This design comes from an exercise in tuning for small area and a short achievable clock period on the open sky130 flow, not from production work. Only simulation tests tie the RTL to the original design; equivalence was not proved. Power is estimated from default activity; no workload was simulated.

`design/flow/flow/map.abc`:
```
strash
dch
map -D 1500
buffer -p
upsize -D 1500
dnsize -D 1500
```
`design/flow/standard.sh`:
```
#!/bin/bash
# synth_recipe.tcl (not shown) runs the flow's synth.tcl, then flattens the netlist and writes it again
# the make line also repeats each setting of config.mk as NAME=value (left out here)
make -C /OpenROAD-flow-scripts/flow DESIGN_CONFIG=/design/flow/config.mk WORK_HOME=/design/flow/orfs CLKGATE_MAP_FILE= SYNTH_SCRIPT=/design/flow/synth_recipe.tcl "${@:-finish}"
```
`design/flow/flow/run.sh`:
```
#!/bin/bash
# Standard ORFS flow (standard.sh) with two changes:
#  - synthesis maps the logic with a delay-driven ABC script (flow/map.abc) and does not
#    pre-map adders to full/half-adder cells; registers and names are as in the standard synthesis
#  - port buffers are sky130_fd_sc_hd__buf_2
set -euo pipefail
W=$(pwd)
{
  echo 'proc abc {args} {'
  echo '  set i [lsearch $args -script]'
  echo '  if {$i >= 0} { set args [lreplace $args $i [expr {$i+1}]] }'
  echo "  yosys abc {*}\$args -script $W/flow/map.abc"
  echo '}'
  cat synth_recipe.tcl
} > my_synth.tcl
sed -e "s#SYNTH_SCRIPT=[^ ]*#SYNTH_SCRIPT=$W/my_synth.tcl ADDER_MAP_FILE= MATCH_CELL_FOOTPRINT=0#" standard.sh > my_standard.sh
export BUFFER_PORTS_ARGS="-buffer_cell sky130_fd_sc_hd__buf_2"
bash my_standard.sh > flow_make.log 2>&1
```
`design/flow/config.mk`:
```
export PLATFORM = sky130hd
export DESIGN_NAME = sha256_pipe3
export DESIGN_NICKNAME = sha256_pipe3
export VERILOG_FILES = /design/flow/design.v
export SDC_FILE = /design/flow/constraint.sdc
export NUM_CORES = 4
export LEC_CHECK = 0
export CAP_MARGIN = 20
export CORE_MARGIN = 2
export CORE_UTILIZATION = 40
export CTS_BUF_LIST = sky130_fd_sc_hd__clkbuf_16
export CTS_CLUSTER_DIAMETER = 50
export CTS_CLUSTER_SIZE = 32
export SETUP_SLACK_MARGIN = 2.05
export SLEW_MARGIN = 20
```
`design/flow/constraint.sdc`:
```
create_clock -name core_clock -period 4.2 [get_ports {clk}]
set_input_delay 0.8400 -clock core_clock [delete_from_list [all_inputs] [get_ports {clk}]]
set_output_delay 0.8400 -clock core_clock [all_outputs]
set_load 0.01 [all_outputs]
```
`design/flow/design.v`:
```
`timescale 1ns / 1ps
module sha256_pipe3 ( clk, state, state2, data, hash );
	input clk;
	input [255:0] state, state2;
	input [511:0] data;
	output reg [255:0] hash;
	localparam [31:0] K0 = 32'h428a2f98;
	localparam [31:0] K1 = 32'h71374491;
	localparam [31:0] K2 = 32'hb5c0fbcf;
	function [31:0] f_E0;
		input [31:0] x;
		f_E0 = {x[1:0],x[31:2]} ^ {x[12:0],x[31:13]} ^ {x[21:0],x[31:22]};
	endfunction
	function [31:0] f_E1;
		input [31:0] x;
		f_E1 = {x[5:0],x[31:6]} ^ {x[10:0],x[31:11]} ^ {x[24:0],x[31:25]};
	endfunction
	function [31:0] f_ch;
		input [31:0] x, y, z;
		f_ch = z ^ (x & (y ^ z));
	endfunction
	function [31:0] f_maj;
		input [31:0] x, y, z;
		f_maj = (x & y) | (z & (x | y));
	endfunction
	function [63:0] csa;
		input [31:0] x, y, z;
		begin
			csa[31:0]  = x ^ y ^ z;
			csa[63:32] = {((x[30:0] & y[30:0]) | (z[30:0] & (x[30:0] | y[30:0]))), 1'b0};
		end
	endfunction
	function [63:0] to_pg;
		input [63:0] cs;
		to_pg = {cs[31:0] & cs[63:32], cs[31:0] ^ cs[63:32]};
	endfunction
	function [31:0] add_pg;
		input [63:0] pg;
		reg [31:0] G, P;
		integer i, l;
		begin
			P = pg[31:0];
			G = pg[63:32];
			for (l = 1; l < 32; l = l * 2)
				for (i = 31; i >= 0; i = i - 1)
					if ((i / l) % 2 == 1) begin
						G[i] = G[i] | (P[i] & G[(i / l) * l - 1]);
						P[i] = P[i] & P[(i / l) * l - 1];
					end
			add_pg = pg[31:0] ^ {G[30:0], 1'b0};
		end
	endfunction
	wire [31:0] i_a = state[31:0];
	wire [31:0] i_b = state[63:32];
	wire [31:0] i_c = state[95:64];
	wire [31:0] i_d = state[127:96];
	wire [31:0] i_e = state[159:128];
	wire [31:0] i_f = state[191:160];
	wire [31:0] i_g = state[223:192];
	wire [31:0] i_h = state[255:224];
	wire [31:0] w0 = data[31:0];
	wire [31:0] w1 = data[63:32];
	wire [31:0] w2 = data[95:64];
	wire [31:0] r0_ch = f_ch(i_e, i_f, i_g);
	wire [31:0] r0_s1 = f_E1(i_e);
	wire [63:0] r0_p  = csa(i_h, w0, K0);                           
	wire [63:0] r0_pd = csa(r0_p[31:0], r0_p[63:32], i_d);
	wire [63:0] r0_q  = csa(r0_pd[31:0], r0_pd[63:32], r0_ch);
	wire [63:0] r0_e  = csa(r0_q[31:0], r0_q[63:32], r0_s1);       
	wire [63:0] r0_v  = csa(r0_p[31:0], r0_p[63:32], r0_ch);
	wire [63:0] r0_w  = csa(f_maj(i_a, i_b, i_c), r0_s1, f_E0(i_a));
	wire [63:0] r0_x  = csa(r0_v[31:0], r0_v[63:32], r0_w[31:0]);
	wire [63:0] r0_a  = csa(r0_x[31:0], r0_x[63:32], r0_w[63:32]);  
	reg [31:0] s1_a, s1_b, s1_c, s1_e, s1_f, s1_w2;
	reg [63:0] s1_e1, s1_a1, s1_h1;
	always @(posedge clk) begin
		s1_a  <= i_a;
		s1_b  <= i_b;
		s1_c  <= i_c;
		s1_e  <= i_e;
		s1_f  <= i_f;
		s1_e1 <= to_pg(r0_e);
		s1_a1 <= r0_a;
		s1_h1 <= csa(i_g, w1, K1);
		s1_w2 <= w2;
	end
	reg [31:0] s2_a, s2_b, s2_c, s2_e, s2_f, s2_e1, s2_a1, s2_h1;
	reg [63:0] s2_h2;
	always @(posedge clk) begin
		s2_a  <= s1_a;
		s2_b  <= s1_b;
		s2_c  <= s1_c;
		s2_e  <= s1_e;
		s2_f  <= s1_f;
		s2_e1 <= add_pg(s1_e1);
		s2_a1 <= add_pg(to_pg(s1_a1));
		s2_h1 <= add_pg(to_pg(s1_h1));
		s2_h2 <= csa(s1_f, s1_w2, K2);
	end
	wire [31:0] r1_ch = f_ch(s2_e1, s2_e, s2_f);
	wire [63:0] r1_p  = csa(s2_h1, s2_c, r1_ch);
	wire [63:0] r1_e  = csa(r1_p[31:0], r1_p[63:32], f_E1(s2_e1));
	wire [63:0] r1_q  = csa(s2_h1, r1_ch, f_maj(s2_a1, s2_a, s2_b));
	wire [63:0] r1_u  = csa(f_E1(s2_e1), f_E0(s2_a1), r1_q[31:0]);
	wire [63:0] r1_a  = csa(r1_u[31:0], r1_u[63:32], r1_q[63:32]);
	reg [31:0] s3_a, s3_b, s3_e, s3_e1, s3_a1, s3_h2;
	reg [63:0] s3_e2, s3_a2;
	always @(posedge clk) begin
		s3_a  <= s2_a;
		s3_b  <= s2_b;
		s3_e  <= s2_e;
		s3_e1 <= s2_e1;
		s3_a1 <= s2_a1;
		s3_h2 <= add_pg(to_pg(s2_h2));
		s3_e2 <= to_pg(r1_e);
		s3_a2 <= r1_a;
	end
	reg [31:0] s4_a, s4_b, s4_e, s4_e1, s4_a1, s4_h2, s4_e2, s4_a2;
	always @(posedge clk) begin
		s4_a  <= s3_a;
		s4_b  <= s3_b;
		s4_e  <= s3_e;
		s4_e1 <= s3_e1;
		s4_a1 <= s3_a1;
		s4_h2 <= s3_h2;
		s4_e2 <= add_pg(s3_e2);
		s4_a2 <= add_pg(to_pg(s3_a2));
	end
	wire [31:0] r2_ch = f_ch(s4_e2, s4_e1, s4_e);
	wire [63:0] r2_p  = csa(s4_h2, s4_b, r2_ch);
	wire [63:0] r2_e  = csa(r2_p[31:0], r2_p[63:32], f_E1(s4_e2));
	wire [63:0] r2_q  = csa(s4_h2, r2_ch, f_maj(s4_a2, s4_a1, s4_a));
	wire [63:0] r2_u  = csa(f_E1(s4_e2), f_E0(s4_a2), r2_q[31:0]);
	wire [63:0] r2_a  = csa(r2_u[31:0], r2_u[63:32], r2_q[63:32]);
	reg [31:0] s5_a, s5_e, s5_e1, s5_a1, s5_e2, s5_a2;
	reg [63:0] s5_e3, s5_a3;
	always @(posedge clk) begin
		s5_a  <= s4_a;
		s5_e  <= s4_e;
		s5_e1 <= s4_e1;
		s5_a1 <= s4_a1;
		s5_e2 <= s4_e2;
		s5_a2 <= s4_a2;
		s5_e3 <= r2_e;
		s5_a3 <= r2_a;
	end
	wire [16:0] r2_elo = s5_e3[15:0] + s5_e3[47:32];
	wire [16:0] r2_alo = s5_a3[15:0] + s5_a3[47:32];
	reg [31:0] s6_a, s6_e, s6_e1, s6_a1, s6_e2, s6_a2;
	reg [16:0] s6_e3lo, s6_a3lo;
	reg [31:0] s6_e3hi, s6_a3hi;
	always @(posedge clk) begin
		s6_a  <= s5_a;
		s6_e  <= s5_e;
		s6_e1 <= s5_e1;
		s6_a1 <= s5_a1;
		s6_e2 <= s5_e2;
		s6_a2 <= s5_a2;
		s6_e3lo <= r2_elo;
		s6_a3lo <= r2_alo;
		s6_e3hi <= {s5_e3[63:48], s5_e3[31:16]};
		s6_a3hi <= {s5_a3[63:48], s5_a3[31:16]};
	end
	wire [15:0] r2_ehi = s6_e3hi[15:0] + s6_e3hi[31:16] + s6_e3lo[16];
	wire [15:0] r2_ahi = s6_a3hi[15:0] + s6_a3hi[31:16] + s6_a3lo[16];
	reg [255:0] s7;
	always @(posedge clk)
		s7 <= {s6_e, s6_e1, s6_e2, r2_ehi, s6_e3lo[15:0], s6_a, s6_a1, s6_a2, r2_ahi, s6_a3lo[15:0]};
	always @(posedge clk)
		hash <= s7;
endmodule
```
==> results of run 1 <==
repair_timing:
action / in CTS / in global routing
gates resized for setup: 801 / 609
endpoints found under the setup margin: 615 / 543
pin swaps: 105 / 178
gates cloned: 1 / 0
setup buffers: 146 / 116
registers in the layout, indices dropped and copies added, names as in the netlist, 62 cells and up:
register,cells
s2_h2,63
s1_a1,62
hash,256
s5_a3,62
s3_a2,62
s3_e2,62
s1_e1,62
s1_h1,63
s7,256
s5_e3,63
path summary, 6_finish.rpt:
path,startpoint,to,cells past startpoint
setup / recovery,s1_h1[1],s2_h1[19],12
hold / removal,data[94],s1_w2[30],1
setup reg to reg,s1_h1[1],s2_h1[19],12
hold reg to reg,s3_e1[17],s4_e1[17],0
placed cells by master, fill, tap and decap left out, types with 47 or more instances in the layout:
| cell type | synthesis | layout |
|---|---|---|
| sky130_fd_sc_hd__dfxtp_1 | 2389 | 2084 |
| sky130_fd_sc_hd__nand2_1 | 1860 | 1721 |
| sky130_fd_sc_hd__nor2_1 | 841 | 754 |
| sky130_fd_sc_hd__inv_1 | 695 | 657 |
| sky130_fd_sc_hd__xor2_1 | 829 | 627 |
| sky130_fd_sc_hd__buf_2 | 4 | 444 |
| sky130_fd_sc_hd__xnor2_1 | 465 | 355 |
| sky130_fd_sc_hd__a21oi_1 | 343 | 305 |
| sky130_fd_sc_hd__buf_4 | 2 | 237 |
| sky130_fd_sc_hd__dfxtp_2 | 0 | 232 |
| sky130_fd_sc_hd__or2_2 | 238 | 202 |
| sky130_fd_sc_hd__clkbuf_16 | 0 | 193 |
| sky130_fd_sc_hd__xor2_2 | 5 | 182 |
| sky130_fd_sc_hd__buf_6 | 1 | 172 |
| sky130_fd_sc_hd__nand2_2 | 2 | 120 |
| sky130_fd_sc_hd__xnor2_2 | 1 | 82 |
| sky130_fd_sc_hd__o21ai_0 | 154 | 80 |
| sky130_fd_sc_hd__nand3_1 | 100 | 77 |
| sky130_fd_sc_hd__dfxtp_4 | 0 | 73 |
| sky130_fd_sc_hd__and2_1 | 85 | 69 |
| sky130_fd_sc_hd__nor2_2 | 2 | 59 |
| sky130_fd_sc_hd__diode_2 | 0 | 58 |
| sky130_fd_sc_hd__o21ai_2 | 8 | 47 |
stage by stage:
step | total power [mW] | instance area, µm² | utilization | hold WS (ps) | cells
after floorplan | 66.7 | 82800 | - | 310 | 8539
after global placement | 80.3 | 89300 | 0.441 | 310 | 11800
after detailed placement | 81.0 | 89300 | 0.441 | 312 | 11800
after CTS | 106 | 101000 | 0.500 | 2.08 | 12300
after global routing | 117 | 105000 | 0.519 | 36.6 | 12500
final | 110 | 105000 | 0.519 | 72.7 | 12500
power breakdown:
group	internal (mW)	total, mW	switching (mW)
Sequential	31.8	37.7	5.90
Clock	9.69	19.9	10.3
Combinational	22.7	52.5	29.8
cell families after synthesis:
kind of cell    after synthesis
flops                      2389
buf+inv                     707
simple gates               3274
mux                          48
xor+xnor                   1318
fa+ha+maj                    38
compound gates              765
per-layer routing:
| layer | up-vias | share of wire | GRT usage |
|---|---|---|---|
| met5 | - | 0.0011 | 0 |
| met4 | 48 | 0.045 | 0.107 |
| met3 | 453 | 0.053 | 0.0405 |
| met2 | 1636 | 0.42 | 0.364 |
| met1 | 25400 | 0.48 | 0.351 |
| li1 | 28700 | - | - |
area by class of cell:
type,instances,area (µm²),area share
Sequential cell,2389,48400,0.461
Multi-Input combinational cell,5443,36600,0.349
Timing Repair Buffer,894,6590,0.0628
Clock buffer,192,4800,0.0457
Tap cell,2672,3340,0.0318
Inverter,699,2700,0.0257
Clock inverter,165,2480,0.0236
Antenna cell,58,145,0.00138
==> results.cfg, run 1 <==
[synth]
yosys-top-cells-area = sky130_fd_sc_hd__dfxtp_1 (59%), sky130_fd_sc_hd__xor2_1 (8.9%), sky130_fd_sc_hd__nand2_1 (8.6%)
synth-warning-count = 1
post-synth-top-area-fraction = 0.586
synth.most_common_cell = sky130_fd_sc_hd__dfxtp_1
yosys.area_share.adder = 0.00473
synth_commonest_cells = sky130_fd_sc_hd__dfxtp_1 (2389), sky130_fd_sc_hd__nand2_1 (1860), sky130_fd_sc_hd__nor2_1 (841), sky130_fd_sc_hd__xor2_1 (829), sky130_fd_sc_hd__inv_1 (695)
synth_seq_area_share = 0.586
post_synth_num_cell_types = 75
synthesis.nets = 9564
synth.avg_cell_area_um2 = 9.55
synth_simple_gate_area_share = 0.167
yosysTopAreaCell = sky130_fd_sc_hd__dfxtp_1
synthMuxAreaShare = 0.00654
synth_enable_flop_cells = 0
post_synth_xor_area_fraction = 0.145
synth-compound-area-share = 0.0571
netlist_area_um2 = 81500
ys.flop_type = sky130_fd_sc_hd__dfxtp_1
syn-instance-count = 8539
synth_top_family_by_area = simple AND/OR/NAND/NOR gates
async_flop_share = 0
synth-seq-cells = 2389

[clock_network]
clk_pin_slew_ps = 90
cts_tree = done
cts_h_tree_depth = 4
cts.sinks = 2389
cts_buffers = 188
clk-insertion-delay-late_ps = 880
buffer_depth_of_the_longest_clock_path = 3
post_cts_hold_buffer_count = 0
clock_tree.root_cell = sky130_fd_sc_hd__clkbuf_16

[route]
detailroute.via_count = 56200
routed_via_density = 4.49
initialDrtViolationCount = 3987
drtPass1Iterations = 5
route.antenna.remaining_nets = 0
route.final.wire_length_um = 264000
routed_wire_length_per_instance_um = 21.1
drt_drc_violations_left = 0

[power_and_ir_drop]
cell_pwr_density_nw_per_um2 = 1050
vdd.ir_drop.worst_mv = 0.639
cellLeakagePower_nw = 48.3

[setup_path]
r2r_slack_ps = 1830
worstPathRequired_ps = 4980
worst_setup_path_start_kind = register
timing.critical_path.arrival_ps = 3150
crit_path_max_incr_delay_ps = 340
path_buf_inv = 3
timing.critical_path.max_delay_family = compound AO/OA/AOI/OAI gates
worst-setup-path-type = register to register
critical-path-slowest-cell = sky130_fd_sc_hd__dfxtp_2
endpoint_kind = register
crit_chain = nand2_2 -> o21ai_2 -> maj3_2 -> a21oi_4 -> o21ai_4 -> nand4_1 -> nand2_4 -> clkinvlp_4 -> buf_4 -> o21ai_2 -> xor2_1 -> buf_4
highest_fanout_seen_on_the_critical_path = 5

[place]
post-place-ws_ps = 1000
dp_hpwl_um = 214000
io_buffers = 608
place.gp.congestion = 0.941

[grt]
grt_pass1_vias = 51900
grt_first_pass_wirelength_um = 361000
antenna_found_initial = 117
globalRouteOverflowTotal = 0
pin_count_of_the_biggest_net_entering_global_routing = 33
grtUsageTotal = 0.245

[timing]
setup-tns-final_ps = 0
fmax_mhz = 422
max_slew.worst_pin.slew_ps = 926
timing.slew.headroom = 0.381
fin_worst_skew_ps = 51.3
finalMaxSlewViolations = 0
unrepaired_setup_endpoints_after_global_routing = true
timing.final.hold_violations = 0
report.final.setup_viol = 0
period_needed_ps = 2370
fin_crit_sh = 0.564
postLayoutSetupSlackWorst_ps = 1830

[job]
drv_cap = 0

[floorplan]
initial_core_util = 0.403
die_height_um = 456
die_w_um = 456
floorplan.die_area_um2 = 207000
io_pins = 1281
std_cell_rows = 165
core_region_area_um2 = 202000

[finish]
area_growth_pct = 28.8
num-fill-cells = 18000
post_route_cells_drive_above_1_share = 0.276
layout.nets = 10600

[outcome]
status = finished clean

[hold_path]
holdCritPathClass = input port to register
==> run 2: changes to the inputs <==
--- a/design/flow/config.mk
+++ b/design/flow/config.mk
@@ -11,5 +11,5 @@
 export CTS_BUF_LIST = sky130_fd_sc_hd__clkbuf_16
 export CTS_CLUSTER_DIAMETER = 50
 export CTS_CLUSTER_SIZE = 32
-export SETUP_SLACK_MARGIN = 2.05
+export SETUP_SLACK_MARGIN = 1.6
 export SLEW_MARGIN = 20
==> run 2 against run 1 <==
Net effect: register-to-register slack got worse by 190 ps; utilization fell by 4.6 points; critical endpoint is now s5_a3[4]; sequential share of layout area up 3.9 points; via count shrank 2.7%; clock-buffer cell count fell by 6; combinational power fell by 18%; die area unchanged; non-clock buffer count shrank 247; routed wire length shrank 3.9%; synthesized area unchanged; fmax decreased by 7.5%.
==> results.cfg, run 2 <==
[outcome]
status = finished clean

[grt]
grtUsageTotal = 0.238
grtUsageMet2 = 0.349
globalRouteOverflowTotal = 0
pin_count_of_the_biggest_net_entering_global_routing = 33
grt_first_pass_wirelength_um = 350000
grt_pass1_vias = 50200
grt-busiest-layer = met2
antenna_found_initial = 122
grt_met1_use = 0.344
globalRouteMet3Util = 0.0379

[clock_network]
cts_tree = done
cts_h_tree_depth = 4
post_cts_hold_buffer_count = 0
clk_pin_slew_ps = 80
clock_tree.root_cell = sky130_fd_sc_hd__clkbuf_16
cts.sinks = 2389
buffer_depth_of_the_longest_clock_path = 3
clk-insertion-delay-late_ps = 890
cts_buffers = 185

[finish]
seq_area_um2 = 47900
post_route_cells_drive_above_1_share = 0.146
num-fill-cells = 18900
final-instance-count-excl-fill = 12300
layout.nets = 10400
most_common_cell_after_layout_fill_and_taps_aside = sky130_fd_sc_hd__dfxtp_1
area_growth_pct = 17.4
commonest_non_fill_non_tap_cells_in_the_layout = sky130_fd_sc_hd__dfxtp_1 (2358), sky130_fd_sc_hd__nand2_1 (1859), sky130_fd_sc_hd__nor2_1 (840)
multiInputGateArea_um2 = 31300
registers_with_the_highest_flip_flop_counts = hash x256, s7 x256

[timing]
timing.final.hold_violations = 0
period_needed_ps = 2560
finalMaxSlewViolations = 0
fmax_mhz = 391
fin_hold_ws_ps = 77.5
setup-tns-final_ps = 0
fin_worst_skew_ps = 46.8
fin_crit_sh = 0.610
report.final.setup_viol = 0
unrepaired_setup_endpoints_after_global_routing = false
timing.slew.headroom = 0.377
max_slew.worst_pin.slew_ps = 928

[synth]
async_flop_share = 0
synth-seq-cells = 2389
post_synth_num_cell_types = 75
syn-instance-count = 8539
synthesis.nets = 9564
yosys-top-cells-area = sky130_fd_sc_hd__dfxtp_1 (59%), sky130_fd_sc_hd__xor2_1 (8.9%), sky130_fd_sc_hd__nand2_1 (8.6%)
synth.most_common_cell = sky130_fd_sc_hd__dfxtp_1
synth-warning-count = 1
yosysTopAreaCell = sky130_fd_sc_hd__dfxtp_1
synth_seq_area_share = 0.586
ys.flop_type = sky130_fd_sc_hd__dfxtp_1
synth.avg_cell_area_um2 = 9.55
synth_commonest_cells = sky130_fd_sc_hd__dfxtp_1 (2389), sky130_fd_sc_hd__nand2_1 (1860), sky130_fd_sc_hd__nor2_1 (841), sky130_fd_sc_hd__xor2_1 (829), sky130_fd_sc_hd__inv_1 (695)
post-synth-top-area-fraction = 0.586
synth_enable_flop_cells = 0
netlist_area_um2 = 81500

[power_and_ir_drop]
share_comb_of_total_power = 0.432
cellLeakagePower_nw = 45.2
vdd.ir_drop.worst_mv = 0.536
power.total_mw = 100
cell_pwr_density_nw_per_um2 = 1040
share_clk_of_total_power = 0.195
sw_frac_of_total = 0.421
net-switching-power_mw = 42.1
seq_power_share = 0.373
cell_internal_pwr_mw = 58.0

[job]
drv_cap = 0

[place]
dp.cells = 11800
io_buffers = 608
dp_hpwl_um = 211000
place.gp.congestion = 0.941

[route]
drt_drc_violations_left = 0
route.final.wire_length_um = 253000
initialDrtViolationCount = 3817
route.antenna.remaining_nets = 0
routed_wire_length_per_instance_um = 20.7
detailroute.via_count = 54700
drtPass1Iterations = 6
routed_via_density = 4.46

[hold_path]
holdCritPathClass = input port to register
hold_start = data[94]

[setup_path]
timing.critical_path.arrival_ps = 3350
endpoint_kind = register
worst_setup_path_start_kind = register
crit-reg2reg-launch = s4_e2[10]
worst-setup-path-type = register to register
cp-startpoint = s4_e2[10]
worstPathRequired_ps = 4990
highest_fanout_seen_on_the_critical_path = 5

[floorplan]
initial_core_util = 0.403
die_height_um = 456
io_pins = 1281
std_cell_rows = 165
floorplan.die_area_um2 = 207000
die_w_um = 456
core_region_area_um2 = 202000
## run 2: cell counts after synthesis
Identical to the previous run, type by type.
## run 2: final timing paths
path	end	slack (ps)	depth (start not counted)
setup / recovery	s5_a3[4]	1640	7
hold / removal	s1_w2[30]	80	1
setup reg to reg	s5_a3[4]	1640	7
hold reg to reg	s4_a1[24]	290	0
## run 2: worst max-delay path, stage by stage, from the launching register on
cell and delay (ps):
sky130_fd_sc_hd__dfxtp_1 810, sky130_fd_sc_hd__xnor2_1 210, sky130_fd_sc_hd__xor2_1 560, sky130_fd_sc_hd__or2_2 230
sky130_fd_sc_hd__nand2_1 60, sky130_fd_sc_hd__xnor2_1 280, sky130_fd_sc_hd__xnor2_1 170, sky130_fd_sc_hd__xor2_1 150
## run 2: final cells by class
cell class              count  area share
diodes                     54     0.00141
clock buffers             186      0.0486
clock inverters           166      0.0253
inverters                 699      0.0274
multi-input cells        5443       0.327
flip-flops and latches   2389       0.500
well taps                2672      0.0349
repair buffers            647      0.0355
## run 2: power by group through the flow
stage	combinational, mW	sequential [mW]	clock, mW
after global routing	48.1	37.9	20.7
after global placement	42.3	37.7	0
after floorplan	31.7	34.9	0
after CTS	43.3	37.3	19.8
after detailed placement	42.9	37.8	0
final	43.2	37.3	19.5
## run 2: cells by family after synthesis
| family | Yosys count | synth area share |
|---|---|---|
| AO/OA/AOI/OAI | 765 | 0.0571 |
| XOR/XNOR | 1318 | 0.145 |
| adder cells (fa/ha/maj) | 38 | 0.00473 |
| buffers and inverters | 707 | 0.0328 |
| flip-flops | 2389 | 0.586 |
| multiplexers | 48 | 0.00654 |
| AND/OR/NAND/NOR | 3274 | 0.167 |
## run 2: what timing repair did
item                       in CTS  in global routing
gates resized for setup        39                 38
setup endpoints to repair      78                 72
pin swaps                       2                  4
gates cloned                    0                  0
setup buffers                   2                  8
## run 2: per-layer routing
| metal | wire (µm) | up-vias |
|---|---|---|
| met5 | 274 | - |
| met1 | 124000 | 24300 |
| li1 | - | 28300 |
| met3 | 14200 | 431 |
| met4 | 11200 | 44 |
| met2 | 103000 | 1651 |
## run 2: per-stage QoR
stage,setup WS (ps),cell area (µm²),util
floorplan,1660,81500,-
global placement,1010,88100,0.435
detailed placement,940,88100,0.435
CTS,1600,95400,0.471
global route,1600,95700,0.473
finish,1640,95800,0.473
==> run 3: changes to the inputs <==
--- a/design/flow/config.mk
+++ b/design/flow/config.mk
@@ -11,5 +11,5 @@
 export CTS_BUF_LIST = sky130_fd_sc_hd__clkbuf_16
 export CTS_CLUSTER_DIAMETER = 50
 export CTS_CLUSTER_SIZE = 32
-export SETUP_SLACK_MARGIN = 1.6
+export SETUP_SLACK_MARGIN = 1.75
 export SLEW_MARGIN = 20
==> run 3 against run 2 <==
Net effect: still clean on timing, DRC and antenna; final cell count hardly changed; flip-flop and latch count stayed put; non-clock buffer count is 26 higher; via count is 0.82% higher; global-route usage hardly changed; combinational power is 2% higher; design area is 0.90% higher; synthesized area stayed put; critical path depth stayed put; largest cell class unchanged.
==> results.cfg, run 3 <==
[synth]
synth-seq-cells = 2389
synth_top_family_by_area = simple AND/OR/NAND/NOR gates
synth_commonest_cells = sky130_fd_sc_hd__dfxtp_1 (2389), sky130_fd_sc_hd__nand2_1 (1860), sky130_fd_sc_hd__nor2_1 (841), sky130_fd_sc_hd__xor2_1 (829), sky130_fd_sc_hd__inv_1 (695)
synth-compound-area-share = 0.0571
synth_enable_flop_cells = 0
synth_simple_gate_area_share = 0.167
synthesis.nets = 9564
synth.most_common_cell = sky130_fd_sc_hd__dfxtp_1
post_synth_xor_area_fraction = 0.145
netlist_area_um2 = 81500
yosys-top-cells-area = sky130_fd_sc_hd__dfxtp_1 (59%), sky130_fd_sc_hd__xor2_1 (8.9%), sky130_fd_sc_hd__nand2_1 (8.6%)
synth-warning-count = 1
synthMuxAreaShare = 0.00654
yosysTopAreaCell = sky130_fd_sc_hd__dfxtp_1
ys.flop_type = sky130_fd_sc_hd__dfxtp_1
synth_seq_area_share = 0.586
synth.avg_cell_area_um2 = 9.55
yosys.area_share.adder = 0.00473
post-synth-top-area-fraction = 0.586
syn-instance-count = 8539
async_flop_share = 0
post_synth_num_cell_types = 75

[power_and_ir_drop]
sw_frac_of_total = 0.422
cell_internal_pwr_mw = 58.2
net-switching-power_mw = 42.6
cellLeakagePower_nw = 45.4
vdd.ir_drop.worst_mv = 0.465
share_comb_of_total_power = 0.436
share_clk_of_total_power = 0.193
power.total_mw = 101
cell_pwr_density_nw_per_um2 = 1040
seq_power_share = 0.372

[grt]
grtUsageTotal = 0.237
pin_count_of_the_biggest_net_entering_global_routing = 32
antenna_found_initial = 130
globalRouteOverflowTotal = 0
grt_first_pass_wirelength_um = 349000
grt_pass1_vias = 50000

[hold_path]
holdCritPathClass = input port to register

[job]
drv_cap = 0

[floorplan]
core_region_area_um2 = 202000
std_cell_rows = 165
floorplan.die_area_um2 = 207000
die_height_um = 456
io_pins = 1281
initial_core_util = 0.403
die_w_um = 456

[place]
place.gp.congestion = 0.931
io_buffers = 608
post-place-ws_ps = 959
dp_hpwl_um = 211000

[timing]
fin_worst_skew_ps = 71.4
max_slew.worst_pin.slew_ps = 935
finalMaxSlewViolations = 0
unrepaired_setup_endpoints_after_global_routing = true
fin_crit_sh = 0.584
report.final.setup_viol = 0
period_needed_ps = 2450
timing.final.hold_violations = 0
fmax_mhz = 408
postLayoutSetupSlackWorst_ps = 1750
timing.slew.headroom = 0.370
setup-tns-final_ps = 0

[outcome]
status = finished clean

[setup_path]
worstPathRequired_ps = 5000
worst-setup-path-type = register to register
path_buf_inv = 0
critical_path.most_common_cell = sky130_fd_sc_hd__xnor2_1
worst_setup_path_start_kind = register
highest_fanout_seen_on_the_critical_path = 5
crit_chain = xnor2_1 -> xor2_1 -> or2_2 -> nand2_1 -> xnor2_1 -> xnor2_1 -> xor2_1
crit_path_max_incr_delay_ps = 800
critical-path-slowest-cell = sky130_fd_sc_hd__dfxtp_1
timing.critical_path.arrival_ps = 3250
timing.critical_path.max_delay_family = XOR/XNOR gates
endpoint_kind = register

[route]
route.antenna.remaining_nets = 0
drt_drc_violations_left = 0
initialDrtViolationCount = 3842
route.final.wire_length_um = 255000
drtPass1Iterations = 6
detailroute.via_count = 55100
routed_via_density = 4.49
routed_wire_length_per_instance_um = 20.8

[finish]
commonest_non_fill_non_tap_cells_in_the_layout = sky130_fd_sc_hd__dfxtp_1 (2306), sky130_fd_sc_hd__nand2_1 (1853), sky130_fd_sc_hd__nor2_1 (825)
multiInputGateArea_um2 = 31800
seq_area_um2 = 48000
num-fill-cells = 18700
registers_with_the_highest_flip_flop_counts = hash x256, s7 x256
most_common_cell_after_layout_fill_and_taps_aside = sky130_fd_sc_hd__dfxtp_1
layout.nets = 10400
post_route_cells_drive_above_1_share = 0.162
area_growth_pct = 18.5

[clock_network]
buffer_depth_of_the_longest_clock_path = 3
post_cts_hold_buffer_count = 0
cts_buffers = 184
clock_tree.root_cell = sky130_fd_sc_hd__clkbuf_16
clk_pin_slew_ps = 80
cts.sinks = 2389
clk-insertion-delay-late_ps = 870
cts_h_tree_depth = 4
cts_tree = done
run 3: cell counts after synthesis:
No cell type changed its count.
run 3: final cells by class:
type                       count  share of cell area
multi-input combinational   5444               0.329
sequential                  2389               0.496
timing repair buffer         673              0.0373
antenna                       44             0.00114
clock inverter               163              0.0263
tap                         2672              0.0346
clock buffer                 184              0.0477
inverter                     699              0.0272
run 3: stage by stage:
stage | cell area (µm²) | std cells | util | hold slack [ps]
final | 96600 | 12300 | 0.478 | 70.7
after detailed placement | 88100 | 11800 | 0.435 | 312
after global placement | 88100 | 11800 | 0.435 | 311
after global routing | 96500 | 12200 | 0.477 | 27.8
after floorplan | 81600 | 8539 | - | 310
after CTS | 95900 | 12200 | 0.474 | 16.2
run 3: kinds of logic (layout without fill, tap and decap cells):
group	after synthesis	after routing
multiplexers	48	48
adder cells (fa/ha/maj)	38	38
XOR/XNOR	1318	1318
flip-flops	2389	2389
AND/OR/NAND/NOR	3274	3275
buffers and inverters	707	1719
other	0	44
AO/OA/AOI/OAI	765	765
run 3: path summary, 6_finish.rpt:
| check | start | to | slack (ps) | depth (start not counted) |
|---|---|---|---|---|
| max reg2reg | s4_a2[9] | s5_a3[7] | 1750 | 7 |
| min reg2reg | s1_c[7] | s2_c[7] | 290 | 0 |
| min | data[94] | s1_w2[30] | 70 | 1 |
| max | s4_a2[9] | s5_a3[7] | 1750 | 7 |
run 3: what timing repair did:
item                       CTS  global route
gates cloned                 1             0
resized for setup          120           124
setup endpoints to repair  172           145
pin swaps                   16            39
setup buffers               14            30
run 3: power groups by stage:
stage | combinational (mW) | sequential, mW | clock [mW]
after floorplan | 31.7 | 34.9 | 0
after global placement | 42.3 | 37.7 | 0
after detailed placement | 43.0 | 37.8 | 0
after CTS | 43.6 | 37.4 | 19.8
after global routing | 48.8 | 38.1 | 20.7
final | 43.9 | 37.5 | 19.4
run 3: metal layers:
metal | track usage | share of wire
met1 | 0.344 | 0.48
met2 | 0.350 | 0.41
met3 | 0.0402 | 0.063
met4 | 0.0918 | 0.042
met5 | 0 | 0.0013
==> run 4: changes to the inputs <==
--- a/design/flow/config.mk
+++ b/design/flow/config.mk
@@ -11,5 +11,5 @@
 export CTS_BUF_LIST = sky130_fd_sc_hd__clkbuf_16
 export CTS_CLUSTER_DIAMETER = 50
 export CTS_CLUSTER_SIZE = 32
-export SETUP_SLACK_MARGIN = 1.75
+export SETUP_SLACK_MARGIN = 1.97
 export SLEW_MARGIN = 20
==> run 4 against run 3 <==
Net effect: now fails the layout checks on antenna rules; register-to-register slack better by 97 ps; flip-flop and latch count did not move; power increased by 5.2%; non-clock buffer count up 117; critical path depth is 3 higher; routed wire length increased by 2.4%; fmax increased by 4.1%; utilization grew 2.8 points; sequential share of layout area fell by 2.4 points; critical path type unchanged.
==> results.cfg, run 4 <==
[setup_path]
highest_fanout_seen_on_the_critical_path = 7
timing.critical_path.max_delay_family = compound AO/OA/AOI/OAI gates
rr_endpoint = s3_h2[17]
crit_chain = nand2_2 -> o21ai_2 -> maj3_2 -> a21oi_4 -> o21ai_4 -> nand4_1 -> buf_6 -> nand2_8 -> a21oi_1 -> xnor2_1
r2r_slack_ps = 1840
worst-setup-path-type = register to register
path_buf_inv = 1
crit_path_max_incr_delay_ps = 550
timing.critical_path.arrival_ps = 3090
worst_setup_path_start_kind = register
crit-reg2reg-launch = s2_h2[33]
worstPathRequired_ps = 4930
critical-path-slowest-cell = sky130_fd_sc_hd__xnor2_1
endpoint_kind = register
worstRegToRegCells = 10

[route]
length_of_routed_met3_wiring_um = 14600
drt_drc_violations_left = 0
routed_via_density = 4.49
detailroute.via_count = 55800
drtPass1Iterations = 5
route.final.wire_length_um = 261000
routed.top_layer = met5
route.met2.wl_um = 109000
route.layer.met1.wl_um = 125000
route.antenna.remaining_nets = 1
routed_wire_length_per_instance_um = 21.0
initialDrtViolationCount = 3984

[timing]
timing.final.hold_violations = 0
fin_crit_sh = 0.561
finalMaxSlewViolations = 0
postLayoutSetupSlackWorst_ps = 1840
setup-tns-final_ps = 0
period_needed_ps = 2360
max_slew.worst_pin.slew_ps = 740
fin_worst_skew_ps = 84.0
timing.slew.headroom = 0.503
fmax_mhz = 425
fin_hold_ws_ps = 70.9
unrepaired_setup_endpoints_after_global_routing = true
report.final.setup_viol = 0

[synth]
synth-warning-count = 1
post-synth-top-area-fraction = 0.586
synth-seq-cells = 2389
syn-instance-count = 8539
synth.avg_cell_area_um2 = 9.55
post_synth_num_cell_types = 75
synthesis.nets = 9564
synth_commonest_cells = sky130_fd_sc_hd__dfxtp_1 (2389), sky130_fd_sc_hd__nand2_1 (1860), sky130_fd_sc_hd__nor2_1 (841), sky130_fd_sc_hd__xor2_1 (829), sky130_fd_sc_hd__inv_1 (695)
synth_enable_flop_cells = 0
netlist_area_um2 = 81500
synth_seq_area_share = 0.586
yosys-top-cells-area = sky130_fd_sc_hd__dfxtp_1 (59%), sky130_fd_sc_hd__xor2_1 (8.9%), sky130_fd_sc_hd__nand2_1 (8.6%)
yosysTopAreaCell = sky130_fd_sc_hd__dfxtp_1
synth.most_common_cell = sky130_fd_sc_hd__dfxtp_1
ys.flop_type = sky130_fd_sc_hd__dfxtp_1
async_flop_share = 0

[job]
drv_cap = 0

[clock_network]
cts_tree = done
cts_buffers = 192
clk-insertion-delay-late_ps = 900
clk_pin_slew_ps = 90
clock_tree.root_cell = sky130_fd_sc_hd__clkbuf_16
cts.sinks = 2389
cts_h_tree_depth = 4
buffer_depth_of_the_longest_clock_path = 3

[finish]
final_cell_area_um2 = 102000
area_growth_pct = 25.5
seq_area_um2 = 48300
layout.nets = 10500
num-fill-cells = 18300
commonest_non_fill_non_tap_cells_in_the_layout = sky130_fd_sc_hd__dfxtp_1 (2132), sky130_fd_sc_hd__nand2_1 (1771), sky130_fd_sc_hd__nor2_1 (776)
final-instance-count-excl-fill = 12400
postLayoutCoreUtil = 0.506
multiInputGateArea_um2 = 34900
post_route_cells_drive_above_1_share = 0.240
most_common_cell_after_layout_fill_and_taps_aside = sky130_fd_sc_hd__dfxtp_1
registers_with_the_highest_flip_flop_counts = hash x256, s7 x256

[hold_path]
worstHoldEndpoint = s1_w2[1]
holdPathStages = 1
hold_start = data[65]
holdCritPathClass = input port to register

[grt]
antenna_found_initial = 132
globalRouteOverflowTotal = 0
grt_pass1_vias = 51300
pin_count_of_the_biggest_net_entering_global_routing = 33
grtUsageTotal = 0.244
grt_first_pass_wirelength_um = 358000

[place]
placement_stage_cell_area_um2 = 89200
place.gp.congestion = 0.984
dp_hpwl_um = 214000
io_buffers = 608
dp.cells = 11800
post-place-ws_ps = 1020

[floorplan]
die_height_um = 456
std_cell_rows = 165
core_region_area_um2 = 202000
floorplan.die_area_um2 = 207000
initial_core_util = 0.403
io_pins = 1281
die_w_um = 456

[power_and_ir_drop]
cell_pwr_density_nw_per_um2 = 1040
cellLeakagePower_nw = 47.3
vdd.ir_drop.worst_mv = 0.538
power.total_mw = 106

[outcome]
checkFailReasons = antenna rules
status = finished with violations
==> run 4: changes by cell type in the layout (fill, tap and decap cells not counted), moves of 93 or more <==
cell                      before   now
sky130_fd_sc_hd__dfxtp_2      71   199
sky130_fd_sc_hd__xor2_1      794   692
sky130_fd_sc_hd__buf_6         2   137
sky130_fd_sc_hd__xor2_2       38   131
sky130_fd_sc_hd__dfxtp_1    2306  2132
sky130_fd_sc_hd__buf_2       608   482
==> run 4: logic make-up (layout without fill, tap and decap cells) <==
logic type | count (synthesis) | after routing | share of synthesized area
other | 0 | 67 | 0
adders and majority gates | 38 | 38 | 0.00473
xor gates and xnor gates | 1318 | 1318 | 0.145
DFF | 2389 | 2389 | 0.586
AOI/OAI and AO/OA | 765 | 765 | 0.0571
and+or+nand+nor | 3274 | 3275 | 0.167
buffers and inverters | 707 | 1853 | 0.0328
muxes | 48 | 48 | 0.00654
==> run 4: layout make-up <==
cell class              count  share of cell area
flip-flops and latches   2389               0.472
clock buffers             192              0.0470
repair buffers            790              0.0538
multi-input cells        5444               0.341
clock inverters           172              0.0256
inverters                 699              0.0262
diodes                     67             0.00164
well taps                2672              0.0327
==> run 4: timing repair <==
action                                  in CTS  in global routing
endpoints found under the setup margin     496                353
gates cloned                                 1                  0
setup buffers                               83                 67
resized for setup                          641                361
hold buffers                                 2                  0
hold endpoints to repair                     2                  0
pin swaps                                   86                103
==> run 4: worst max path at each step <==
stage                from   endpoint  slack [ps]  depth (start not counted)
2_1_floorplan    data[19]  s1_e1[19]        1760                         12
3_3_place_gp   state[155]   s1_a1[2]        1010                         10
3_5_place_dp   state[135]  s1_a1[61]        1020                          9
4_1_cts         s3_a2[56]  s4_a2[31]        1780                         13
5_1_grt         s1_h1[18]  s2_h1[29]        1780                         10
6_report        s2_h2[33]  s3_h2[17]        1840                         10
==> run 4: layer usage <==
metal  track usage  vias to the layer above
li1              -                    28500
met1         0.346                    25100
met2         0.365                     1634
met3        0.0398                      438
met4         0.103                       52
met5             0                        -
==> run 4: worst reg2reg max path: cells and delay by family, from the launching register on <==
kind,cells,cell delay [ps]
AO/OA/AOI/OAI,4,560
XOR/XNOR,1,550
adder cells (fa/ha/maj),1,260
buffers and inverters,1,170
flip-flops,1,350
AND/OR/NAND/NOR,3,320
==> run 4: report_power, final <==
| part | internal (mW) | leakage, nW | switching, mW |
|---|---|---|---|
| combinational | 20.2 | 23.5 | 28.2 |
| clock | 9.91 | 3.54 | 10.1 |
| sequential | 31.7 | 20.2 | 5.87 |
==> run 5: changes to the inputs <==
--- a/design/flow/config.mk
+++ b/design/flow/config.mk
@@ -11,5 +11,5 @@
 export CTS_BUF_LIST = sky130_fd_sc_hd__clkbuf_16
 export CTS_CLUSTER_DIAMETER = 50
 export CTS_CLUSTER_SIZE = 32
-export SETUP_SLACK_MARGIN = 1.97
+export SETUP_SLACK_MARGIN = 1.9
 export SLEW_MARGIN = 20
==> run 5 against run 4 <==
Net effect: now clean on timing, DRC and antenna; design area fell by 2.7%; worst setup slack better by 38 ps; fmax rose by 1.7%; clock skew fell by 24 ps; power down 2.2%; critical path depth stayed put; clock-buffer cell count is 4 lower; synthesized cell count unchanged; final cell count is 0.69% lower; critical path type unchanged.
==> results.cfg, run 5 <==
[timing]
max_slew.worst_pin.slew_ps = 783
report.final.setup_viol = 0
fmax_mhz = 432
timing.slew.headroom = 0.472
fin_worst_skew_ps = 60.0
period_needed_ps = 2320
unrepaired_setup_endpoints_after_global_routing = true
timing.final.hold_violations = 0
setup-tns-final_ps = 0
finalMaxSlewViolations = 0
fin_crit_sh = 0.552
fin_hold_ws_ps = 87.5

[synth]
post-synth-top-area-fraction = 0.586
ys.flop_type = sky130_fd_sc_hd__dfxtp_1
yosysTopAreaCell = sky130_fd_sc_hd__dfxtp_1
synth_seq_area_share = 0.586
post_synth_num_cell_types = 75
synth.avg_cell_area_um2 = 9.55
yosys-top-cells-area = sky130_fd_sc_hd__dfxtp_1 (59%), sky130_fd_sc_hd__xor2_1 (8.9%), sky130_fd_sc_hd__nand2_1 (8.6%)
syn-instance-count = 8539
synth-warning-count = 1
async_flop_share = 0
synthesis.nets = 9564
synth_enable_flop_cells = 0
synth-seq-cells = 2389
synth_commonest_cells = sky130_fd_sc_hd__dfxtp_1 (2389), sky130_fd_sc_hd__nand2_1 (1860), sky130_fd_sc_hd__nor2_1 (841), sky130_fd_sc_hd__xor2_1 (829), sky130_fd_sc_hd__inv_1 (695)
netlist_area_um2 = 81500
synth.most_common_cell = sky130_fd_sc_hd__dfxtp_1

[grt]
grt_first_pass_wirelength_um = 358000
globalRouteOverflowTotal = 0
pin_count_of_the_biggest_net_entering_global_routing = 33
grt_pass1_vias = 51400
grtUsageTotal = 0.243
antenna_found_initial = 102

[route]
detailroute.via_count = 55100
routed_wire_length_per_instance_um = 20.9
route.final.wire_length_um = 258000
drt_drc_violations_left = 0
initialDrtViolationCount = 4038
routed_via_density = 4.47
route.antenna.remaining_nets = 0
drtPass1Iterations = 5

[floorplan]
initial_core_util = 0.403
std_cell_rows = 165
io_pins = 1281
die_height_um = 456
core_region_area_um2 = 202000
die_w_um = 456
floorplan.die_area_um2 = 207000

[finish]
commonest_non_fill_non_tap_cells_in_the_layout = sky130_fd_sc_hd__dfxtp_1 (2243), sky130_fd_sc_hd__nand2_1 (1802), sky130_fd_sc_hd__nor2_1 (797)
registers_with_the_highest_flip_flop_counts = hash x256, s7 x256
final-instance-count-excl-fill = 12300
layout.nets = 10500
final_cell_area_um2 = 99600
post_route_cells_drive_above_1_share = 0.205
num-fill-cells = 18500
area_growth_pct = 22.1
most_common_cell_after_layout_fill_and_taps_aside = sky130_fd_sc_hd__dfxtp_1

[clock_network]
clk-insertion-delay-late_ps = 890
cts_tree = done
buffer_depth_of_the_longest_clock_path = 3
cts.sinks = 2389
cts_buffers = 186
clock_tree.root_cell = sky130_fd_sc_hd__clkbuf_16
cts_h_tree_depth = 4
clk_pin_slew_ps = 80

[power_and_ir_drop]
seq_power_share = 0.361
share_comb_of_total_power = 0.447
cellLeakagePower_nw = 46.4
vdd.ir_drop.worst_mv = 0.519
cell_pwr_density_nw_per_um2 = 1040
power.total_mw = 104
net-switching-power_mw = 43.6
cell_internal_pwr_mw = 60.2
share_clk_of_total_power = 0.192
sw_frac_of_total = 0.420

[outcome]
status = finished clean

[place]
io_buffers = 608
dp.cells = 11800
place.gp.congestion = 0.960
placement_stage_cell_area_um2 = 88800
dp_hpwl_um = 213000

[setup_path]
worst_setup_path_start_kind = register
highest_fanout_seen_on_the_critical_path = 6
worstPathRequired_ps = 4980
timing.critical_path.max_delay_family = compound AO/OA/AOI/OAI gates
endpoint_kind = register
timing.critical_path.arrival_ps = 3090
crit_path_max_incr_delay_ps = 330
worst-setup-path-type = register to register
critical-path-slowest-cell = sky130_fd_sc_hd__dfxtp_1
path_buf_inv = 0
crit_chain = and2_4 -> nor2_2 -> a21oi_2 -> a21oi_4 -> a221oi_2 -> nor2_1 -> or2_4 -> a221o_1 -> a31oi_2 -> xnor2_2

[hold_path]
holdCritPathClass = input port to register

[job]
drv_cap = 0
-- run 5: changes by cell type in the layout (fill, tap and decap cells not counted), sizes merged --
cell	before	now
clkinv	71	68
clkbuf	197	190
clkinvlp	19	10
diode	67	49
buf	783	733
inv	772	774
dlygate4sd3	2	0
bufinv	9	10
-- run 5: power groups by stage --
stage	registers [mW]	clock network, mW	logic [mW]
finish	37.4	20.0	46.3
global route	38.1	21.2	51.4
CTS	37.4	20.3	44.8
detailed placement	37.8	0	43.2
floorplan	34.9	0	31.8
global placement	37.7	0	42.6
-- run 5: layer usage --
layer | global-route usage | wire length [µm] | vias to the layer above
met5 | 0 | 221 | -
met4 | 0.0972 | 11900 | 34
met3 | 0.0371 | 14600 | 422
met2 | 0.363 | 106000 | 1622
met1 | 0.351 | 125000 | 24600
li1 | - | - | 28400
-- run 5: final timing paths --
kind / start / end / cells past startpoint / slack (ps)
worst max-delay path: s1_h1[18] / s2_h1[29] / 10 / 1880
worst min-delay path: data[88] / s1_w2[24] / 1 / 90
worst max register to register: s1_h1[18] / s2_h1[29] / 10 / 1880
worst min register to register: s3_e1[30] / s4_e1[30] / 0 / 290
-- run 5: final cells by class --
cell class / count / area [µm²] / area share
repair buffers: 735 / 4240 / 0.0426
inverters: 699 / 2650 / 0.0266
multi-input cells: 5444 / 33700 / 0.339
flip-flops and latches: 2389 / 48100 / 0.483
diodes: 49 / 123 / 0.00123
clock inverters: 163 / 2670 / 0.0268
well taps: 2672 / 3340 / 0.0336
clock buffers: 188 / 4700 / 0.0472
-- run 5: timing repair --
action                                  in CTS  in global routing
pin swaps                                   48                 81
resized for setup                          307                286
gates cloned                                 1                  0
endpoints found under the setup margin     296                235
setup buffers                               48                 53
hold buffers                                 0                  0
-- run 5: worst register-to-register path: stages (launching register included) --
cell and delay [ps]:
sky130_fd_sc_hd__dfxtp_1 330, sky130_fd_sc_hd__and2_4 160, sky130_fd_sc_hd__nor2_2 50, sky130_fd_sc_hd__a21oi_2 220, sky130_fd_sc_hd__a21oi_4 110, sky130_fd_sc_hd__a221oi_2 300
sky130_fd_sc_hd__nor2_1 90, sky130_fd_sc_hd__or2_4 330, sky130_fd_sc_hd__a221o_1 330, sky130_fd_sc_hd__a31oi_2 190, sky130_fd_sc_hd__xnor2_2 140
-- run 5: through the flow --
stage / utilization / setup slack, ps
5_1_grt: 0.492 / 1730
4_1_cts: 0.483 / 1740
6_report: 0.492 / 1880
3_3_place_gp: 0.439 / 950
2_1_floorplan: - / 1760
3_5_place_dp: 0.439 / 871
-- run 5: logic make-up (layout without fill, tap and decap cells) --
| group | Yosys count | count (layout) | share of synthesized area |
|---|---|---|---|
| buf+inv | 707 | 1785 | 0.0328 |
| flops | 2389 | 2389 | 0.586 |
| simple gates | 3274 | 3275 | 0.167 |
| compound gates | 765 | 765 | 0.0571 |
| xor+xnor | 1318 | 1318 | 0.145 |
| fa+ha+maj | 38 | 38 | 0.00473 |
| other cells | 0 | 49 | 0 |
| mux | 48 | 48 | 0.00654 |
==> run 6: changes to the inputs <==
==> design/flow/flow/map.abc (replaced) <==
strash
dch
map -D 1300
buffer -p
upsize -D 1300
dnsize -D 1300
==> run 6 against run 5 <==
Net effect: still clean; via count is 9.1% higher; design area is 1.7% higher; register-to-register slack worse by 60 ps; largest cell class unchanged.
==> results.cfg, run 6 <==
[outcome]
status = finished clean

[place]
place.gp.congestion = 0.968
dp_hpwl_um = 245000
io_buffers = 608
dp.cells = 12400
post-place-ws_ps = 771

[synth]
synth-warning-count = 1
synth_enable_flop_cells = 0
post_synth_num_cell_types = 74
netlist_area_um2 = 83700
post-synth-top-area-fraction = 0.572
syn-instance-count = 8977
synth_seq_area_share = 0.572
yosys-top-cells-area = sky130_fd_sc_hd__dfxtp_1 (57%), sky130_fd_sc_hd__nand2_1 (9.9%), sky130_fd_sc_hd__xor2_1 (8.5%)
synthesis.nets = 10000
synth.avg_cell_area_um2 = 9.32
yosysTopAreaCell = sky130_fd_sc_hd__dfxtp_1
ys.flop_type = sky130_fd_sc_hd__dfxtp_1
synth-seq-cells = 2389
async_flop_share = 0
synth.most_common_cell = sky130_fd_sc_hd__dfxtp_1
synth_commonest_cells = sky130_fd_sc_hd__dfxtp_1 (2389), sky130_fd_sc_hd__nand2_1 (2197), sky130_fd_sc_hd__xor2_1 (815), sky130_fd_sc_hd__nor2_1 (697), sky130_fd_sc_hd__inv_1 (626)

[timing]
fmax_mhz = 421
max_slew.worst_pin.slew_ps = 993
fin_crit_sh = 0.565
finalMaxSlewViolations = 0
report.final.setup_viol = 0
period_needed_ps = 2370
fin_worst_skew_ps = 56.3
timing.final.hold_violations = 0
postLayoutSetupSlackWorst_ps = 1830
unrepaired_setup_endpoints_after_global_routing = true
timing.slew.headroom = 0.336
setup-tns-final_ps = 0

[setup_path]
critical_path.most_common_cell = sky130_fd_sc_hd__nor2_1
path_buf_inv = 1
timing.critical_path.arrival_ps = 3110
endpoint_kind = register
worst-setup-path-type = register to register
r2r_slack_ps = 1830
critical-path-slowest-cell = sky130_fd_sc_hd__xor2_2
worstPathRequired_ps = 4940
crit_chain = and2_1 -> nor2_1 -> nor2_1 -> a21oi_2 -> nor2_2 -> a311oi_4 -> buf_6 -> nand2_8 -> a221oi_4 -> xor2_2
worst_setup_path_start_kind = register
highest_fanout_seen_on_the_critical_path = 6
crit_path_max_incr_delay_ps = 330
timing.critical_path.max_delay_family = compound AO/OA/AOI/OAI gates

[grt]
grtUsageTotal = 0.269
grt_first_pass_wirelength_um = 396000
pin_count_of_the_biggest_net_entering_global_routing = 33
antenna_found_initial = 104
grt_pass1_vias = 54900
globalRouteOverflowTotal = 0

[route]
drtPass1Iterations = 8
route.final.wire_length_um = 294000
routed_via_density = 4.66
drt_drc_violations_left = 0
route.antenna.remaining_nets = 0
routed_wire_length_per_instance_um = 22.8
detailroute.via_count = 60100
initialDrtViolationCount = 4724

[clock_network]
cts_buffers = 192
buffer_depth_of_the_longest_clock_path = 3
cts.sinks = 2389
clk_pin_slew_ps = 90
cts_tree = done
clk-insertion-delay-late_ps = 880
clock_tree.root_cell = sky130_fd_sc_hd__clkbuf_16
cts_h_tree_depth = 4

[floorplan]
floorplan.die_area_um2 = 213000
io_pins = 1281
initial_core_util = 0.403
core_region_area_um2 = 207000
die_height_um = 461
std_cell_rows = 167
die_w_um = 461

[power_and_ir_drop]
share_comb_of_total_power = 0.458
power.total_mw = 106
cell_pwr_density_nw_per_um2 = 1040
share_clk_of_total_power = 0.188
net-switching-power_mw = 46.1
cellLeakagePower_nw = 47.6
seq_power_share = 0.354
cell_internal_pwr_mw = 59.7
vdd.ir_drop.worst_mv = 0.501
sw_frac_of_total = 0.436

[hold_path]
holdCritPathClass = input port to register

[finish]
area_growth_pct = 21.1
most_common_cell_after_layout_fill_and_taps_aside = sky130_fd_sc_hd__dfxtp_1
final-instance-count-excl-fill = 12900
registers_with_the_highest_flip_flop_counts = hash x256, s7 x256
layout.nets = 10900
commonest_non_fill_non_tap_cells_in_the_layout = sky130_fd_sc_hd__dfxtp_1 (2282), sky130_fd_sc_hd__nand2_1 (2164), sky130_fd_sc_hd__xor2_1 (722)
post_route_cells_drive_above_1_share = 0.180
num-fill-cells = 19200

[job]
drv_cap = 0
==> run 6: cell count changes after synthesis, sizes merged, moves of 31 or more <==
cell | previous run | this run
nand2 | 1862 | 2208
nand3 | 101 | 361
nor2 | 843 | 707
or2 | 272 | 177
inv | 699 | 632
a21boi | 53 | 105
mux2 | 42 | 1
o21a | 32 | 68
o21ai | 184 | 218
buf | 7 | 38
==> run 6: area by class of cell <==
cell class | count | area, µm² | area share
clock inverter | 168 | 2500 | 0.0247
inverter | 632 | 2390 | 0.0236
multi-input combinational | 5911 | 35600 | 0.352
clock buffer | 192 | 4800 | 0.0474
tap | 2788 | 3490 | 0.0344
sequential | 2389 | 48000 | 0.474
timing repair buffer | 752 | 4320 | 0.0427
antenna | 67 | 168 | 0.00166
==> run 6: kinds of logic (layout without fill, tap and decap cells) <==
family	after synthesis	count (layout)	synth area share
buffers and inverters	678	1744	0.0313
AO/OA/AOI/OAI	920	920	0.0690
AND/OR/NAND/NOR	3679	3680	0.184
XOR/XNOR	1293	1293	0.142
flip-flops	2389	2389	0.572
multiplexers	5	5	0.000613
adder cells (fa/ha/maj)	13	13	0.00164
other	0	67	0
==> run 6: worst paths after layout <==
kind / startpoint / endpoint / cells after the start
worst max-delay path: s1_h1[13] / s2_h1[30] / 10
worst min-delay path: data[79] / s1_w2[15] / 1
worst max register to register: s1_h1[13] / s2_h1[30] / 10
worst min register to register: s6_a3lo[7] / s7[7] / 0
==> run 6: per-stage QoR <==
stage               area, µm²  utilization  hold slack (ps)
CTS                     99800        0.481            0.836
global placement        90800        0.437              310
detailed placement      90800        0.437              312
global route           101000        0.488             14.5
finish                 101000        0.488             72.0
floorplan               84000            -              310
==> run 6: power by group through the flow <==
stage	combinational [mW]	sequential (mW)	clock, mW
final	48.5	37.4	19.9
after global routing	53.2	38.0	21.1
after CTS	47.1	37.3	20.2
after detailed placement	45.6	37.7	0
after global placement	45.0	37.6	0
after floorplan	32.1	34.6	0
==> run 6: repair_timing <==
action,CTS,global route
setup buffers,35,37
gates cloned,1,1
endpoints found under the setup margin,264,203
pin swaps,52,58
endpoints found under the hold margin,8,0
gates resized for setup,302,216
hold buffers,8,0
==> run 6: metal layers <==
| layer | vias up | GRT usage | wire length, µm |
|---|---|---|---|
| li1 | 30200 | - | - |
| met1 | 27600 | 0.370 | 135000 |
| met2 | 1928 | 0.415 | 128000 |
| met3 | 447 | 0.0384 | 16700 |
| met4 | 26 | 0.127 | 14500 |
| met5 | - | 0 | 156 |

-- static timing again, ports no longer ideal --
How much do the figures lean on ideal ports? The routed layouts below were timed once more, with nothing changed but the port constraints.
Step 1, drivers: a clkbuf_16 drives clk and a buf_2 each remaining input, both assumed.
Step 2, shift: input delay + t, output delay - t, t = (earliest + latest rising clock arrival at the registers) / 2. This alone moves slack from input paths to output paths.
Three values: ideal, step 1, step 2; two values: the first two.
run	t, ns	setup slack, ns	worst data-port slew with drivers (ns)
run 1	0.932	1.832 / 1.832 / 1.107	0.27
run 2	0.937	1.640 / 1.640 / 0.955	0.26
run 3	0.918	1.748 / 1.748 / 0.936	0.26
run 4	0.940	1.845 / 1.845 / 1.113	0.24
run 5	0.939	1.883 / 1.883 / 1.064	0.27
run 6	0.947	1.826 / 1.826 / 0.988	0.30
For run 6, which loses most, drivers alone change the setup slack by 0.000 ns; drivers and shift together by -0.838 ns.
